Context: an optimization exercise on an open-source flow, tuned for small area. The choices shown serve that exercise and are no tape-out recipe. Function was checked by simulation only, so behaviour that the tests miss may differ from the original. Power is estimated from default activity; no workload was simulated.

[design/flow/run.sh]
#!/bin/bash
# synth_recipe.tcl (not shown) runs the flow's synth.tcl, then flattens the netlist and writes it again
# the make line also repeats each setting of config.mk as NAME=value (left out here)
make -C /OpenROAD-flow-scripts/flow DESIGN_CONFIG=/design/flow/config.mk WORK_HOME=/design/flow/orfs CLKGATE_MAP_FILE= SYNTH_SCRIPT=/design/flow/synth_recipe.tcl finish
[design/flow/config.mk]
export PLATFORM = sky130hd
export DESIGN_NAME = sent_tx
export DESIGN_NICKNAME = sent_tx
export VERILOG_FILES = /design/flow/design.v
export SDC_FILE = /design/flow/constraint.sdc
export NUM_CORES = 4
export LEC_CHECK = 0
export CAP_MARGIN = 20
export CORE_MARGIN = 2
export CORE_UTILIZATION = 40
export SLEW_MARGIN = 20
[design/flow/constraint.sdc]
create_clock -name core_clock -period 10.0 [get_ports {clk}]
set_input_delay 2.0000 -clock core_clock [delete_from_list [all_inputs] [get_ports {clk}]]
set_output_delay 2.0000 -clock core_clock [all_outputs]
set_load 0.01 [all_outputs]
[design/flow/design.v]
module sent_tx_gen_ticks(
	input clk,
	input reset,
	output reg ticks
	);
	localparam divide = 4;
	reg [7:0] counter;
	always @(posedge clk or posedge reset) begin
		if(reset) begin
			ticks <= 0;
			counter <= 0;
		end
		else begin
			if (counter == divide - 1) begin
				ticks <= 1;
				counter <= 0;
			end
			else begin
				ticks <= 0;
				counter <= counter + 1;
			end
		end
	end
endmodule
module sent_tx_crc_gen(
	input [23:0] data_fast6_to_crc,
	input [15:0] data_fast4_to_crc,
	input [11:0] data_fast3_to_crc,
	input [11:0] data_short_to_crc,
	input [23:0] data_enhanced_to_crc,
	input [1:0]  fast_length,  
	output reg [3:0] crc_serial,
	output reg [5:0] crc_enhanced,
	output reg [3:0] crc_fast
	);
	reg [19:0] temp_data_serial;
	reg [31:0] temp_six_nibbles;
	reg [23:0] temp_four_nibbles;
	reg [19:0] temp_three_nibbles;
	reg [35:0] temp_data_enhanced;
	integer p;
	localparam [4:0] poly4 = 5'b11101;
	localparam [6:0] poly6 = 7'b1011001;
	always @(*) begin
		temp_data_serial = {4'b0101, data_short_to_crc, 4'b0};
		for (p = 19; p > 3; p = p - 1) begin
			if (temp_data_serial[p] == 1'b1) begin
				temp_data_serial[p-0] = temp_data_serial[p-0] ^ 1'b1;
				temp_data_serial[p-1] = temp_data_serial[p-1] ^ poly4[3];
				temp_data_serial[p-2] = temp_data_serial[p-2] ^ poly4[2];
				temp_data_serial[p-3] = temp_data_serial[p-3] ^ poly4[1];
				temp_data_serial[p-4] = temp_data_serial[p-4] ^ poly4[0];
			end
		end
		crc_serial = temp_data_serial[3:0];
		temp_six_nibbles = {4'b0101, data_fast6_to_crc, 4'b0};
		for (p = 31; p > 3; p = p - 1) begin
			if (temp_six_nibbles[p] == 1'b1) begin
				temp_six_nibbles[p-0] = temp_six_nibbles[p-0] ^ 1'b1;
				temp_six_nibbles[p-1] = temp_six_nibbles[p-1] ^ poly4[3];
				temp_six_nibbles[p-2] = temp_six_nibbles[p-2] ^ poly4[2];
				temp_six_nibbles[p-3] = temp_six_nibbles[p-3] ^ poly4[1];
				temp_six_nibbles[p-4] = temp_six_nibbles[p-4] ^ poly4[0];
			end
		end
		temp_four_nibbles = {4'b0101, data_fast4_to_crc, 4'b0};
		for (p = 23; p > 3; p = p - 1) begin
			if (temp_four_nibbles[p] == 1'b1) begin
				temp_four_nibbles[p-0] = temp_four_nibbles[p-0] ^ 1'b1;
				temp_four_nibbles[p-1] = temp_four_nibbles[p-1] ^ poly4[3];
				temp_four_nibbles[p-2] = temp_four_nibbles[p-2] ^ poly4[2];
				temp_four_nibbles[p-3] = temp_four_nibbles[p-3] ^ poly4[1];
				temp_four_nibbles[p-4] = temp_four_nibbles[p-4] ^ poly4[0];
			end
		end
		temp_three_nibbles = {4'b0101, data_fast3_to_crc, 4'b0};
		for (p = 19; p > 3; p = p - 1) begin
			if (temp_three_nibbles[p] == 1'b1) begin
				temp_three_nibbles[p-0] = temp_three_nibbles[p-0] ^ 1'b1;
				temp_three_nibbles[p-1] = temp_three_nibbles[p-1] ^ poly4[3];
				temp_three_nibbles[p-2] = temp_three_nibbles[p-2] ^ poly4[2];
				temp_three_nibbles[p-3] = temp_three_nibbles[p-3] ^ poly4[1];
				temp_three_nibbles[p-4] = temp_three_nibbles[p-4] ^ poly4[0];
			end
		end
		if (fast_length == 2'd1) crc_fast = temp_four_nibbles[3:0];
		else if (fast_length == 2'd2) crc_fast = temp_three_nibbles[3:0];
		else crc_fast = temp_six_nibbles[3:0];
		temp_data_enhanced = {6'b010101, data_enhanced_to_crc, 6'b0};
		for (p = 35; p > 5; p = p - 1) begin
			if (temp_data_enhanced[p] == 1'b1) begin
				temp_data_enhanced[p-0] = temp_data_enhanced[p-0] ^ 1'b1;
				temp_data_enhanced[p-1] = temp_data_enhanced[p-1] ^ poly6[5];
				temp_data_enhanced[p-2] = temp_data_enhanced[p-2] ^ poly6[4];
				temp_data_enhanced[p-3] = temp_data_enhanced[p-3] ^ poly6[3];
				temp_data_enhanced[p-4] = temp_data_enhanced[p-4] ^ poly6[2];
				temp_data_enhanced[p-5] = temp_data_enhanced[p-5] ^ poly6[1];
				temp_data_enhanced[p-6] = temp_data_enhanced[p-6] ^ poly6[0];
			end
		end
		crc_enhanced = temp_data_enhanced[5:0];
	end
endmodule
module sent_tx_pulse_gen(
	input clk,
	input ticks,
	input reset,
	input [3:0] data_nibble,
	input pulse,
	input sync,
	input pause,
	output reg pulse_done,
	output reg data_pulse
	);
	reg [3:0] count_zero;
	reg [7:0] count_data;
	reg [8:0] count_ticks;
	always @(posedge clk or posedge reset) begin
		if(reset) begin
			data_pulse <= 1;
			pulse_done <= 0;
			count_zero <= 0;
			count_data <= 0;
			count_ticks <= 0;
		end
		else begin
			if(pulse_done) pulse_done <= 0;
			if(ticks) begin
				if(sync) begin
					if(count_zero == 5) begin
						data_pulse <= 1;
						if(count_data == 50) begin
							count_data <= 0;
							count_zero <= 0;
							pulse_done <= 1;
							count_ticks <= 56;
						end
						else begin
							count_data <= count_data + 1;
						end
					end
					else begin
						count_zero <= count_zero + 1;
						data_pulse <= 0;
					end
				end
				if(pulse) begin
					if(count_zero == 5) begin
						data_pulse <= 1;
						if(count_data == 6 + data_nibble) begin
							count_data <= 0;
							count_zero <= 0;
							pulse_done <= 1;
							count_ticks <= count_ticks + 12 + data_nibble;
						end
						else begin
							count_data <= count_data + 1;
						end
					end
					else begin
						count_zero <= count_zero + 1;
						data_pulse <= 0;
					end
				end
				if(pause) begin
					if(count_zero == 5) begin
						data_pulse <= 1;
						if(count_data == 276 - count_ticks) begin
							count_data <= 0;
							count_zero <= 0;
							pulse_done <= 1;
							count_ticks <= 0;
						end
						else begin
							count_data <= count_data + 1;
						end
					end
					else begin
						count_zero <= count_zero + 1;
						data_pulse <= 0;
					end
				end
				if(!pulse && !sync && !pause) data_pulse <= 1;
			end
		end
	end
endmodule
module sent_tx_control(
	input clk,
	input reset,
	input channel_format,  
	input optional_pause,
	input config_bit,
	input enable,
	input [3:0] id_4bit,
	input [7:0] id_8bit,
	input [11:0] data_12bit,
	input [15:0] data_16bit,
	input [7:0] data_short,
	input [2:0] fast_format,
	input [15:0] data_f1,
	input [11:0] data_f2,
	input [3:0] crc_serial,
	input [5:0] crc_enhanced,
	input [3:0] crc_fast,
	output reg [23:0] data_fast6_to_crc,
	output reg [15:0] data_fast4_to_crc,
	output reg [11:0] data_fast3_to_crc,
	output reg [11:0] data_short_to_crc,
	output reg [23:0] data_enhanced_to_crc,
	output reg [1:0] fast_length,
	input pulse_done,
	output reg [3:0] data_nibble,
	output reg pulse,
	output reg sync,
	output reg pause,
	output busy
	);
	localparam TWO_FAST_CHANNELS_12_12 = 0;
	localparam ONE_FAST_CHANNELS_12 = 1;
	localparam HIGH_SPEED_ONE_FAST_CHANNEL_12 = 2;
	localparam SECURE_SENSOR = 3;
	localparam SINGLE_SENSOR_12_0 = 4;
	localparam TWO_FAST_CHANNELS_14_10 = 5;
	localparam TWO_FAST_CHANNELS_16_8 = 6;
	localparam IDLE = 0;
	localparam SYNC = 1;
	localparam STATUS = 2;
	localparam DATA = 3;
	localparam CRC = 4;
	localparam PAUSE = 5;
	reg [2:0] frame_format;
	reg [2:0] state;
	reg [5:0] count_frame;
	reg [2:0] count_nibble;
	reg [7:0] secure_count;
	reg serial_format;
	reg enable_crc_fast;
	reg [3:0] crc_fast_saved;
	reg [15:0] saved_short_data;
	reg [17:0] saved_enhanced_bit3;
	reg [17:0] saved_enhanced_bit2;
	assign busy = (state != IDLE);
	always @(*) begin
		data_short_to_crc = {id_4bit, data_short};
		if(!config_bit) begin
			data_enhanced_to_crc = {data_12bit[11],1'b0
						,data_12bit[10],config_bit
						,data_12bit[9],id_8bit[7]
						,data_12bit[8],id_8bit[6]
						,data_12bit[7],id_8bit[5]
						,data_12bit[6],id_8bit[4]
						,data_12bit[5],1'b0
						,data_12bit[4],id_8bit[3]
						,data_12bit[3],id_8bit[2]
						,data_12bit[2],id_8bit[1]
						,data_12bit[1],id_8bit[0]
						,data_12bit[0],1'b0
						};
		end
		else begin
			data_enhanced_to_crc = {data_16bit[11],1'b0
						,data_16bit[10],config_bit
						,data_16bit[9],id_4bit[3]
						,data_16bit[8],id_4bit[2]
						,data_16bit[7],id_4bit[1]
						,data_16bit[6],id_4bit[0]
						,data_16bit[5],1'b0
						,data_16bit[4],data_16bit[15]
						,data_16bit[3],data_16bit[14]
						,data_16bit[2],data_16bit[13]
						,data_16bit[1],data_16bit[12]
						,data_16bit[0],1'b0
						};
		end
	end
	always @(*) begin
		if(frame_format == ONE_FAST_CHANNELS_12) fast_length = 2'd2;
		else if(frame_format == HIGH_SPEED_ONE_FAST_CHANNEL_12) fast_length = 2'd1;
		else fast_length = 2'd0;
	end
	always @(posedge clk or posedge reset) begin
		if(reset) begin
			data_nibble <= 0;
			state <= IDLE;
			sync <= 0;
			pause <= 0;
			pulse <= 0;
			count_frame <= 0;
			count_nibble <= 0;
			frame_format <= 0;
			secure_count <= 0;
			serial_format <= 0;
			enable_crc_fast <= 0;
			crc_fast_saved <= 0;
			saved_short_data <= 0;
			saved_enhanced_bit3 <= 0;
			saved_enhanced_bit2 <= 0;
			data_fast6_to_crc <= 0;
			data_fast4_to_crc <= 0;
			data_fast3_to_crc <= 0;
		end
		else begin
			if(enable_crc_fast) begin
				crc_fast_saved <= crc_fast;
				enable_crc_fast <= 0;
			end
			if((state == IDLE && enable) ||
			   (state == CRC && pulse_done && !optional_pause &&
			    !((!serial_format && count_frame == 15) || (serial_format && count_frame == 17))) ||
			   (state == PAUSE && pulse_done &&
			    !((!serial_format && count_frame == 15) || (serial_format && count_frame == 17)))) begin
				frame_format <= fast_format;
				enable_crc_fast <= 1;
				case(fast_format)
					TWO_FAST_CHANNELS_12_12:
						data_fast6_to_crc <= {data_f1[11:0], data_f2[3:0], data_f2[7:4], data_f2[11:8]};
					ONE_FAST_CHANNELS_12:
						data_fast3_to_crc <= data_f1[11:0];
					HIGH_SPEED_ONE_FAST_CHANNEL_12:
						data_fast4_to_crc <= {1'b0,data_f1[11:9],1'b0,data_f1[8:6],1'b0,data_f1[5:3],1'b0,data_f1[2:0]};
					SECURE_SENSOR: begin
						data_fast6_to_crc <= {data_f1[11:0], secure_count, ~data_f1[11:8]};
						secure_count <= secure_count + 1;
					end
					SINGLE_SENSOR_12_0:
						data_fast6_to_crc <= {data_f1[11:0], 12'b0};
					TWO_FAST_CHANNELS_14_10:
						data_fast6_to_crc <= {data_f1[13:0], data_f2[1:0], data_f2[5:2], data_f2[9:6]};
					TWO_FAST_CHANNELS_16_8:
						data_fast6_to_crc <= {data_f1[15:0], data_f2[3:0], data_f2[7:4]};
					default:
						data_fast6_to_crc <= {data_f1[11:0], data_f2[3:0], data_f2[7:4], data_f2[11:8]};
				endcase
			end
			case(state)
				IDLE: begin
					pulse <= 0;
					pause <= 0;
					if(enable) begin
						state <= SYNC;
						sync <= 1;
						count_frame <= 0;
						serial_format <= channel_format;
						saved_short_data <= {id_4bit, data_short, crc_serial};
						if(!config_bit) begin
							saved_enhanced_bit3 <= {7'b1111110, config_bit, id_8bit[7:4], 1'b0, id_8bit[3:0], 1'b0};
							saved_enhanced_bit2 <= {crc_enhanced, data_12bit};
						end
						else begin
							saved_enhanced_bit3 <= {7'b1111110, config_bit, id_4bit, 1'b0, data_16bit[15:12], 1'b0};
							saved_enhanced_bit2 <= {crc_enhanced, data_16bit[11:0]};
						end
					end
				end
				SYNC: begin
					if(pulse_done) begin
						state <= STATUS;
						sync <= 0;
						pulse <= 1;
						if(!serial_format) begin
							data_nibble <= {(count_frame == 0), saved_short_data[15], 2'b00};
							saved_short_data <= {saved_short_data[14:0], 1'b0};
						end
						else begin
							data_nibble <= {saved_enhanced_bit3[17], saved_enhanced_bit2[17], 2'b00};
							saved_enhanced_bit2 <= {saved_enhanced_bit2[16:0], 1'b0};
							saved_enhanced_bit3 <= {saved_enhanced_bit3[16:0], 1'b0};
						end
					end
				end
				STATUS: begin
					if(pulse_done) begin
						state <= DATA;
						count_nibble <= 1;
						if(frame_format == ONE_FAST_CHANNELS_12) begin
							data_nibble <= data_fast3_to_crc[11:8];
							data_fast3_to_crc <= {data_fast3_to_crc[7:0], 4'b0000};
						end
						else if(frame_format == HIGH_SPEED_ONE_FAST_CHANNEL_12) begin
							data_nibble <= data_fast4_to_crc[15:12];
							data_fast4_to_crc <= {data_fast4_to_crc[11:0], 4'b0000};
						end
						else begin
							data_nibble <= data_fast6_to_crc[23:20];
							data_fast6_to_crc <= {data_fast6_to_crc[19:0], 4'b0000};
						end
					end
				end
				DATA: begin
					if(pulse_done) begin
						if( (frame_format == ONE_FAST_CHANNELS_12 && count_nibble == 3) ||
						    (frame_format == HIGH_SPEED_ONE_FAST_CHANNEL_12 && count_nibble == 4) ||
						    (frame_format != ONE_FAST_CHANNELS_12 && frame_format != HIGH_SPEED_ONE_FAST_CHANNEL_12 && count_nibble == 6) ) begin
							state <= CRC;
							count_nibble <= 0;
							data_nibble <= crc_fast_saved;
						end
						else begin
							count_nibble <= count_nibble + 1;
							if(frame_format == ONE_FAST_CHANNELS_12) begin
								data_nibble <= data_fast3_to_crc[11:8];
								data_fast3_to_crc <= {data_fast3_to_crc[7:0], 4'b0000};
							end
							else if(frame_format == HIGH_SPEED_ONE_FAST_CHANNEL_12) begin
								data_nibble <= data_fast4_to_crc[15:12];
								data_fast4_to_crc <= {data_fast4_to_crc[11:0], 4'b0000};
							end
							else begin
								data_nibble <= data_fast6_to_crc[23:20];
								data_fast6_to_crc <= {data_fast6_to_crc[19:0], 4'b0000};
							end
						end
					end
				end
				CRC: begin
					if(pulse_done) begin
						pulse <= 0;
						if(optional_pause) begin
							state <= PAUSE;
							pause <= 1;
						end
						else if((!serial_format && count_frame == 15) || (serial_format && count_frame == 17)) begin
							state <= IDLE;
						end
						else begin
							state <= SYNC;
							sync <= 1;
							count_frame <= count_frame + 1;
						end
					end
				end
				PAUSE: begin
					if(pulse_done) begin
						pause <= 0;
						if((!serial_format && count_frame == 15) || (serial_format && count_frame == 17)) begin
							state <= IDLE;
						end
						else begin
							state <= SYNC;
							sync <= 1;
							count_frame <= count_frame + 1;
						end
					end
				end
				default: state <= IDLE;
			endcase
		end
	end
endmodule
module sent_tx(
	input clk,
	input reset,
	input enable,
	input channel_format,  
	input optional_pause,
	input config_bit,
	input [3:0] id_4bit,
	input [7:0] id_8bit,
	input [11:0] data_12bit,
	input [15:0] data_16bit,
	input [7:0] data_short,
	input [2:0] fast_format,
	input [15:0] data_f1,
	input [11:0] data_f2,
	output data_pulse,
	output busy
	);
	wire ticks;
	wire [3:0] crc_serial;
	wire [5:0] crc_enhanced;
	wire [3:0] crc_fast;
	wire [23:0] data_fast6_to_crc;
	wire [15:0] data_fast4_to_crc;
	wire [11:0] data_fast3_to_crc;
	wire [11:0] data_short_to_crc;
	wire [23:0] data_enhanced_to_crc;
	wire [1:0] fast_length;
	wire [3:0] data_nibble;
	wire pulse;
	wire sync;
	wire pause;
	wire pulse_done;
	sent_tx_gen_ticks sent_tx_gen_ticks(
		.clk(clk),
		.reset(reset),
		.ticks(ticks)
	);
	sent_tx_control sent_tx_control(
		.clk(clk),
		.reset(reset),
		.channel_format(channel_format),
		.optional_pause(optional_pause),
		.config_bit(config_bit),
		.enable(enable),
		.id_4bit(id_4bit),
		.id_8bit(id_8bit),
		.data_12bit(data_12bit),
		.data_16bit(data_16bit),
		.data_short(data_short),
		.fast_format(fast_format),
		.data_f1(data_f1),
		.data_f2(data_f2),
		.crc_serial(crc_serial),
		.crc_enhanced(crc_enhanced),
		.crc_fast(crc_fast),
		.data_fast6_to_crc(data_fast6_to_crc),
		.data_fast4_to_crc(data_fast4_to_crc),
		.data_fast3_to_crc(data_fast3_to_crc),
		.data_short_to_crc(data_short_to_crc),
		.data_enhanced_to_crc(data_enhanced_to_crc),
		.fast_length(fast_length),
		.pulse_done(pulse_done),
		.data_nibble(data_nibble),
		.pulse(pulse),
		.sync(sync),
		.pause(pause),
		.busy(busy)
	);
	sent_tx_pulse_gen sent_tx_pulse_gen(
		.clk(clk),
		.ticks(ticks),
		.reset(reset),
		.data_nibble(data_nibble),
		.pulse(pulse),
		.sync(sync),
		.pause(pause),
		.pulse_done(pulse_done),
		.data_pulse(data_pulse)
	);
	sent_tx_crc_gen sent_tx_crc_gen(
		.data_fast6_to_crc(data_fast6_to_crc),
		.data_fast4_to_crc(data_fast4_to_crc),
		.data_fast3_to_crc(data_fast3_to_crc),
		.data_short_to_crc(data_short_to_crc),
		.data_enhanced_to_crc(data_enhanced_to_crc),
		.fast_length(fast_length),
		.crc_serial(crc_serial),
		.crc_enhanced(crc_enhanced),
		.crc_fast(crc_fast)
	);
endmodule
==> impl_metrics.csv <==
group,metric,value,unit
power_and_ir_drop,p_total,1.648,mW
finish,finalNonFillerCells,1685,
worst_setup_path,path_delay_family,"simple AND/OR/NAND/NOR gates",
routing,route.vias.total,8907,
clock_tree,cts_max_level,4,
yosys,synthCells,1254,
yosys,synth-simple-area-share,0.1563,
floorplanning,coreArea,27100,um2
global_routing,grt_pass1_wl,43350,um
global_routing,gr-usage-all-layers,0.1865,
finish,finish.utilization,0.4723,
routing,drc,0,
worst_setup_path,path_buf_inv,4,
yosys,synthFlopType,"dfrtp_1",
timing,timing.fmax,188.9,MHz
routing,wl,26290,um
yosys,ys_warn_count,4,
timing,skew,16.00,ps
clock_tree,clock-sinks,171,
clock_tree,clock_tree.root_cell,"clkbuf_16",
floorplanning,start_util,0.4088,
worst_hold_path,hold_class,"flip-flop to flip-flop",
floorplanning,die_area,29050,um2
global_routing,grt_max_degree,72,
worst_setup_path,crit_path_frequent_cell,"buf_4",
clock_tree,cts_resized,0,
outcome,status,"finished clean",
worst_setup_path,crit_type,"input port to flip-flop",
worst_setup_path,path_cells,"clkdlybuf4s50_1 -> nor2b_1 -> o21ai_4 -> buf_4 -> nor2_2 -> nor2_1 -> buf_4 -> inv_2 -> nand3b_1 -> mux2i_1 -> o21ai_0",
clock_tree,clk_pin_slew,80,ps
routing,viasPerCell,5.286,
placed_design,numPortBuffers,86,
worst_setup_path,required,10290,ps
timing,period_needed,5294,ps
global_routing,first_global_vias,8412,
timing,setup_viol,0,
yosys,synth_compound_area_frac,0.1808,
yosys,synth-edff-count,0,
yosys,synthAdderAreaFrac,0.02778,
yosys,syn_avg_cell_area,8.835,um2
worst_hold_path,worstHoldStart,"sent_tx_gen_ticks.counter[7]",
timing,slew_viol_final,0,
timing,final_hold_viol_count,0,
yosys,synthMuxAreaShare,0.06019,
worst_setup_path,cp-start-kind,"input port",
clock_tree,clk_latency,440,ps
timing,fin_crit_sh,0.5294,
yosys,seq_area_frac_synth,0.3863,
clock_tree,cts_buffer_depth,2,
clock_tree,cts_hold_buf,0,
global_routing,grt_antenna_before_repair,0,
clock_tree,post-cts-setup-buffers,0,
power_and_ir_drop,cellLeakagePower,5.484,nW
timing,rsz0062_at_grt,"no",
floorplanning,rows,60,
floorplanning,die_w,170.4,um
routing,wl_per_cell,15.60,um
finish,antenna_cells,0,
finish,areaGrowthSynthToFinish,15.54,%
power_and_ir_drop,ir_drop,99.77,uV
routing,first_iter_violations,649,
placed_design,hpwl,19070,um
yosys,syn_nets,1363,
yosys,syn_area,11080,um2
yosys,ys_types,68,
worst_setup_path,crit_fanout,71,
yosys,ys_ff_latch,171,
routing,drt-pass1-iter-count,5,
worst_setup_path,r2r-start,"sent_tx_control.state[0]",
finish,fin_nets,1409,
power_and_ir_drop,p_per_area,128.7,nW/um2
worst_setup_path,arrival,5580,ps
timing,worstMarginPinSlew,1016,ps
clock_tree,cts_tree,"done",
clock_tree,cts_buffers,17,
timing,tns,0,ps
worst_setup_path,slowest_stage,"nand3b_1",
worst_setup_path,cp-end-kind,"flip-flop",
routing,antenna_left,0,
global_routing,grt-ovfl-total,0,
worst_setup_path,critPathLaunch,"enable",
floorplanning,dieHeight,170.4,um
worst_setup_path,cpPeakStageDelay,720,ps
yosys,async_flop_share,1.000,
yosys,synth_top_family_by_area,"compound AO/OA/AOI/OAI gates",
placed_design,dp_cells,1653,
timing,maxSlewHeadroom,0.3209,
yosys,synth-xor-area-share,0.1516,
placed_design,gp_congestion,0.8120,
flow_run,maxCapViolCount,0,
finish,drive_gt1_frac,0.05179,
floorplanning,io_pins,87,
sequential cells by signal, summed over array words and instances (netlist names), 3 cells and up:
signal / flops
sent_tx_control.data_nibble: 4
sent_tx_control.state: 3
sent_tx_pulse_gen.count_ticks: 9
sent_tx_control.secure_count: 8
sent_tx_pulse_gen.count_data: 8
sent_tx_control.saved_enhanced_bit2: 18
sent_tx_control.frame_format: 3
sent_tx_control.saved_enhanced_bit3: 17
sent_tx_control.crc_fast_saved: 4
sent_tx_gen_ticks.counter: 8
sent_tx_control.saved_short_data: 16
sent_tx_control.count_frame: 6
sent_tx_pulse_gen.count_zero: 4
sent_tx_control.count_nibble: 3
sent_tx_control.data_fast4_to_crc: 16
sent_tx_control.data_fast3_to_crc: 12
sent_tx_control.data_fast6_to_crc: 24
cell type report:
cell class,instances,area [um2]
fill,2647,14300
clock inverter,15,156.4
multi-input combinational,979,6406
sequential,171,4280
clock buffer,17,425.4
timing repair buffer,96,930.9
tap,372,465.4
inverter,35,136.4
layout by cell type (no fill, tap or decap), types with 31 or more instances in the layout:
cell,count
dfrtp_1,170
nand2_1,161
nor2_1,137
xnor2_1,119
o21ai_0,100
a21oi_1,85
clkdlybuf4s50_1,85
mux2i_1,56
xor2_1,38
inv_1,31
worst reg2reg max path: cells and delay by family (launching register included):
kind	cells	cell delay, ps
and+or+nand+nor	4	1680
buffers and inverters	3	820
DFF	1	510
muxes	1	380
AOI/OAI and AO/OA	2	200
Yosys cell counts (all sizes together) (16+ instances only):
| master | n | share of area |
|---|---|---|
| o21ai | 104 | 0.047 |
| dfrtp | 170 | 0.38 |
| a22oi | 26 | 0.018 |
| xnor2 | 121 | 0.097 |
| nand3 | 20 | 0.0090 |
| inv | 34 | 0.012 |
| clkbuf | 53 | 0.018 |
| ha | 23 | 0.026 |
| xor2 | 38 | 0.030 |
| buf | 16 | 0.0072 |
| nor3 | 21 | 0.0099 |
| mux2i | 60 | 0.057 |
| nor2 | 139 | 0.048 |
| nand2 | 161 | 0.055 |
| a21oi | 85 | 0.038 |
| a22o | 16 | 0.013 |
metrics by stage:
step | instance area [um2] | hold slack (ps) | setup WS, ps
2_1_floorplan | 11080 | 437.6 | 3370
3_3_place_gp | 12220 | 459.8 | 4369
3_5_place_dp | 12220 | 458.6 | 4236
4_1_cts | 12800 | 472.6 | 4694
5_1_grt | 12800 | 484.1 | 4390
6_report | 12800 | 471.4 | 4706
layer usage:
layer	GRT usage	vias up	wire length (um)
li1	-	4451	-
met1	0.2600	4306	12780
met4	0.05203	0	359
met3	0.02791	25	642
met2	0.3019	125	12510
met5	0	-	0
power by group:
| part | switching [mW] | total (mW) | internal, mW |
|---|---|---|---|
| Sequential | 0 | 0.691 | 0.691 |
| Combinational | 0.143 | 0.293 | 0.151 |
| Clock | 0.311 | 0.664 | 0.352 |
| Total | 0.454 | 1.65 | 1.19 |
path summary, 6_finish.rpt:
path	end	slack, ps	cells after the start
worst max-delay path	sent_tx_control.data_fast4_to_crc[10]	4710	11
worst min-delay path	sent_tx_gen_ticks.counter[7]	470	1
worst max register to register	sent_tx_control.data_fast4_to_crc[10]	6280	10
worst min register to register	sent_tx_gen_ticks.counter[7]	470	1
max in group asynchronous	sent_tx_pulse_gen.count_data[2]	6840	3
min in group asynchronous	sent_tx_gen_ticks.counter[4]	1970	2
kinds of logic after synthesis:
group | count (synthesis)
buffers and inverters | 104
xor gates and xnor gates | 171
AOI/OAI and AO/OA | 321
DFF | 171
muxes | 63
adders and majority gates | 24
and+or+nand+nor | 400

re-timing with driven ports:
The flow's constraints put no driver on any port. The routed layout listed below was extracted and timed again, unchanged, in two steps.
Step 1: set_driving_cell puts a clkbuf_16 on clk and a buf_2 on each other input, an assumption about the parent block.
Step 2, shift: input delay + t, output delay - t, t = (earliest + latest rising clock arrival at the registers) / 2. This alone moves slack from input paths to output paths.
a / b / c = ideal ports / drivers / drivers and shift; a / b = the first two.
shift t [ns]: 0.478
setup WS [ns]: 4.706 / 4.730 / 4.251
slew at the worst register clock pin (ns): 0.08 / 0.08
worst data-port slew with drivers (ns): 0.05
pins driven straight from the clock port: 1
After both steps setup and hold are still met in this run. The setup slack of this run moves by +0.024 ns with the drivers and by -0.455 ns with both steps.
